Context: an optimization exercise on an open-source flow, tuned for small area. The choices shown serve that exercise and are no tape-out recipe. Function was checked by simulation only, so behaviour that the tests miss may differ from the original. Power figures rest on the tool's default switching activity, not on a simulated workload.

==> flow/design.v (excerpt) <==
module KitchenTimer(
input clk, reset, minbtn, secbtn, pause, start, count_up, zippy,
input[5:0] timesetter,
output zled,
output [6:0] seven,
output [3:0] AN);
	reg[1:0] state;
	assign zled = state[1] & state[0];
	wire clean_reset, clean_minbtn, clean_secbtn, clean_pause, clean_start;
	Debounce DBRST(clk, reset, clean_reset);
	Debounce DBMIN(clk, minbtn, clean_minbtn);
	Debounce DBSEC(clk, secbtn, clean_secbtn);
	Debounce DBPAUSE(clk, pause, clean_pause);
	Debounce DBSTART(clk, start, clean_start);
	wire[2:0] m1; wire[3:0] m0; wire[2:0] s1; wire[3:0] s0;
	wire khz_rise;
	ClockDivider CDK(clk, clean_reset, khz_rise);
	wire[3:0] current_bin;
	seven_alternate SA(clk, khz_rise, clean_reset, s0, s1, m0, m1, current_bin, AN);
	binary_to_segment SEG(current_bin, seven);
	wire setting = state == 2'b00;
	wire running = state == 2'b01;
	wire advance = running & ~clean_pause;
	wire tick, tzero, m6x;
	RateCounter RC(clk, clean_reset, advance, zippy, tick);
	wire down_zero = advance & ~count_up & tzero;
	wire up_wrap = advance & count_up & m6x;
	wire zero_up = zled & count_up;
	wire set_ok = setting & ~clean_start;
	TimeCore TC(clk, clean_reset | up_wrap,
		set_ok & clean_secbtn, set_ok & ~clean_secbtn & clean_minbtn,
		(advance & ~down_zero & tick) | zero_up, count_up, timesetter,
		m1, m0, s1, s0, tzero, m6x);
	always @ (posedge clk) begin
		if (clean_reset)
			state <= 2'b00;
		else case (state)
			2'b00: if (clean_start) state <= 2'b01;
			2'b01: if (clean_pause) state <= 2'b10; else if (down_zero) state <= 2'b11;
			2'b10: if (clean_pause) state <= 2'b01;
			default: if (count_up) state <= 2'b01;
		endcase
	end
endmodule
clock: 12.0 ns
lec_check: 0
cap_margin: 20
core_margin: 2
core_utilization: 80
slew_margin: 20
standard.sh (not shown) runs the stock make flow with config.mk's settings and CLKGATE_MAP_FILE= SYNTH_SCRIPT=/design/flow/synth_recipe.tcl, a recipe that flattens the netlist after the stock synthesis.
==> flow/flow/run.sh <==
#!/bin/bash
set -uo pipefail
W=$PWD
F=$W/flow
export W F
# reference: the standard synthesis
make -C $FLOW_HOME DESIGN_CONFIG=$W/config.mk WORK_HOME=$W/std CLKGATE_MAP_FILE= \
  SYNTH_SCRIPT=$W/synth_recipe.tcl synth > $W/synth_std.log 2>&1 || exit 1
STD=$W/std/results/$FLOW_PLATFORM/KitchenTimer/base/1_2_yosys.v
synth_one() {  # $1 ABC script name
  sed "s|@ABC@|$F/$1.script|" $F/my_synth.tcl.in > $W/my_synth_$1.tcl
  make -C $FLOW_HOME DESIGN_CONFIG=$W/config.mk WORK_HOME=$W/syn_$1 CLKGATE_MAP_FILE= \
    SYNTH_SCRIPT=$W/my_synth_$1.tcl ADDER_MAP_FILE= synth > $W/synth_$1.log 2>&1
}
export -f synth_one
SCRIPTS=$(cd $F && ls *.script | sed 's/\.script$//')
printf '%s\n' $SCRIPTS | xargs -P ${NUM_CORES:-4} -I{} bash -c 'synth_one {}'
best=""; bestarea=""
for s in $SCRIPTS; do
  N=$W/syn_$s/results/$FLOW_PLATFORM/KitchenTimer/base/1_2_yosys.v
  R=$W/syn_$s/reports/$FLOW_PLATFORM/KitchenTimer/base/synth_stat.txt
  [ -f $N ] || continue
  python3 $F/regs.py $STD $N >> $W/regs_check.log 2>&1 || continue
  a=$(grep "Chip area for module" $R | tail -1 | awk '{print $NF}')
  echo "$s: $a" >> $W/synth_choice.log
  if [ -z "$best" ] || python3 -c "import sys; sys.exit(0 if $a < $bestarea else 1)"; then best=$N; bestarea=$a; fi
done
[ -n "$best" ] || best=$STD
echo "chosen: $best" >> $W/synth_choice.log
cp $best $W/chosen_netlist.v
bash $W/standard.sh SYNTH_NETLIST_FILES=$W/chosen_netlist.v \
  "BUFFER_PORTS_ARGS=-buffer_cell sky130_fd_sc_hd__buf_1" \
  "CTS_ARGS=-sink_clustering_enable -repair_clock_nets -dont_use_dummy_load $(cat $F/cts_bufs.txt)" \
  finish > $W/layout.log 2>&1
==> flow/flow/cts_bufs.txt <==
-buf_list sky130_fd_sc_hd__clkbuf_4
Other scripts of this flow, unchanged in this note and not shown: flow/flow/a1.script, flow/flow/a2.script, flow/flow/a3.script, flow/flow/a4.script, flow/flow/a5.script, flow/flow/a6.script, flow/flow/d1.script, flow/flow/d2.script, flow/flow/d3.script, flow/flow/d4.script, flow/flow/d5.script, flow/flow/d6.script, flow/flow/my_synth.tcl.in, flow/flow/regs.py
Then changed:
--- a/flow/flow/run.sh
+++ b/flow/flow/run.sh
@@ -31,4 +31,4 @@
 bash $W/standard.sh SYNTH_NETLIST_FILES=$W/chosen_netlist.v \
   "BUFFER_PORTS_ARGS=-buffer_cell sky130_fd_sc_hd__buf_1" \
-  "CTS_ARGS=-sink_clustering_enable -repair_clock_nets -dont_use_dummy_load $(cat $F/cts_bufs.txt)" \
+  "CTS_ARGS=-sink_clustering_enable -repair_clock_nets -dont_use_dummy_load" \
   finish > $W/layout.log 2>&1
Settings changed: CORE_UTILIZATION 80 to 40.
removed: flow/flow/cts_bufs.txt
=>
- worst setup slack is worse by 0.11 ns
- die area rose by 93%
- global-route usage falls by 15 points
- power grows by 4.9%
- core utilization drops by 42 points
- routed wire length went down by 2.8%
- combinational power barely changes
- via count went down by 6.2%
- sequential power stays flat

KitchenTimer, a different RTL version from the one above (not shown whole).
For scale: about 430 cells after synthesis, ~26 I/O pins, about 0.0033 mm^2 of cells after synthesis.
==> flow/design.v (excerpt) <==
module KitchenTimer(
input clk, reset, minbtn, secbtn, pause, start, count_up, zippy,
input[5:0] timesetter,
output zled,
output [6:0] seven,
output [3:0] AN);
==> flow/config.mk <==
export PLATFORM = sky130hd
export DESIGN_NAME = KitchenTimer
export DESIGN_NICKNAME = KitchenTimer
export VERILOG_FILES = /design/flow/design.v
export SDC_FILE = /design/flow/constraint.sdc
export NUM_CORES = 4
export LEC_CHECK = 0
export CAP_MARGIN = 20
export CORE_MARGIN = 2
export CORE_UTILIZATION = 60
export CTS_BUF_LIST = sky130_fd_sc_hd__clkbuf_4
export SLEW_MARGIN = 20
==> flow/constraint.sdc <==
create_clock -name core_clock -period 12.0 [get_ports {clk}]
set_input_delay 2.4000 -clock core_clock [delete_from_list [all_inputs] [get_ports {clk}]]
set_output_delay 2.4000 -clock core_clock [all_outputs]
set_load 0.01 [all_outputs]
==> flow/flow/run.sh <==
#!/bin/bash
# Own flow: the standard synthesis for reference, the same synthesis with area-oriented ABC
# scripts (best one kept), then the standard layout steps with small port buffers.
set -uo pipefail
W=$PWD
F=$W/flow
make_synth() {  # $1 work home, $2 synth script
  make -C $FLOW_HOME DESIGN_CONFIG=$W/config.mk WORK_HOME=$1 CLKGATE_MAP_FILE= \
    SYNTH_SCRIPT=$2 CAP_MARGIN=20 CORE_MARGIN=2 CORE_UTILIZATION=40 SLEW_MARGIN=20 \
    ADDER_MAP_FILE= synth
}
# reference: the standard synthesis
make -C $FLOW_HOME DESIGN_CONFIG=$W/config.mk WORK_HOME=$W/std CLKGATE_MAP_FILE= \
  SYNTH_SCRIPT=$W/synth_recipe.tcl CAP_MARGIN=20 CORE_MARGIN=2 CORE_UTILIZATION=40 SLEW_MARGIN=20 \
  synth > $W/synth_std.log 2>&1 || exit 1
STD=$W/std/results/$FLOW_PLATFORM/KitchenTimer/base/1_2_yosys.v
best=""; bestarea=""
for i in 1 2 3; do
  sed "s|@ABC@|$F/abc$i.script|" $F/my_synth.tcl.in > $W/my_synth_$i.tcl
  ( make_synth $W/syn$i $W/my_synth_$i.tcl > $W/synth_$i.log 2>&1 ) &
done
wait
for i in 1 2 3; do
  N=$W/syn$i/results/$FLOW_PLATFORM/KitchenTimer/base/1_2_yosys.v
  R=$W/syn$i/reports/$FLOW_PLATFORM/KitchenTimer/base/synth_stat.txt
  [ -f $N ] || continue
  python3 $F/regs.py $STD $N >> $W/regs_check.log 2>&1 || continue
  a=$(grep "Chip area for module" $R | tail -1 | awk '{print $NF}')
  echo "abc$i: $a" >> $W/synth_choice.log
  if [ -z "$best" ] || python3 -c "import sys; sys.exit(0 if $a < $bestarea else 1)"; then best=$N; bestarea=$a; fi
done
[ -n "$best" ] || best=$STD
echo "chosen: $best" >> $W/synth_choice.log
cp $best $W/chosen_netlist.v
bash $W/standard.sh SYNTH_NETLIST_FILES=$W/chosen_netlist.v \
  "BUFFER_PORTS_ARGS=-buffer_cell sky130_fd_sc_hd__buf_1" finish > $W/layout.log 2>&1
Other scripts of this flow, unchanged in this note and not shown: flow/flow/abc1.script, flow/flow/abc2.script, flow/flow/abc3.script, flow/flow/my_synth.tcl.in, flow/flow/regs.py
Next try:
--- a/flow/config.mk
+++ b/flow/config.mk
@@ -9,4 +9,3 @@
 export CORE_MARGIN = 2
-export CORE_UTILIZATION = 60
-export CTS_BUF_LIST = sky130_fd_sc_hd__clkbuf_4
+export CORE_UTILIZATION = 40
 export SLEW_MARGIN = 20
The new run passed the timing, DRC and antenna checks.
Power is about the same.
Area after synthesis does not change.
Hold slack gets worse by 7.1 ps.
Cell count increases by about 6%.
Die area increases by 47%.

## what the ideal ports hide
The flow's constraints put no driver on any port. The routed layouts listed below were extracted and timed again, unchanged, in two steps.
Step 1 (the two cells are an assumption about what drives the block):
set clk [get_ports {clk}]
set_driving_cell -lib_cell sky130_fd_sc_hd__clkbuf_16 $clk
set_driving_cell -lib_cell sky130_fd_sc_hd__buf_2 [delete_from_list [all_inputs] $clk]
Step 2 moves the port delays by t, midway between the first and last clock arrival at a register: inputs arrive t later, outputs are due t later. That takes back most of the time a late clock gives input paths.
a / b / c = ideal / step 1 / step 2; a / b = the first two.
run | t, ns | setup slack, ns | worst hold slack (ns) | cell pins on the clock port's net
the first run of note 1 | 0.423 | 6.449 / 6.451 / 6.027 | 0.332 / 0.332 / 0.332 | 1
the second run of note 1 | 0.366 | 6.335 / 6.346 / 5.980 | 0.321 / 0.321 / 0.321 | 1
the first run of note 2 | 0.433 | 6.343 / 6.349 / 5.915 | 0.338 / 0.338 / 0.338 | 1
the second run of note 2 | 0.369 | 6.375 / 6.369 / 6.000 | 0.331 / 0.331 / 0.331 | 1
After both steps setup and hold are still met in every run listed. The setup slack of the first run of note 2, which loses most, moves by +0.006 ns with the drivers and by -0.428 ns with both steps.
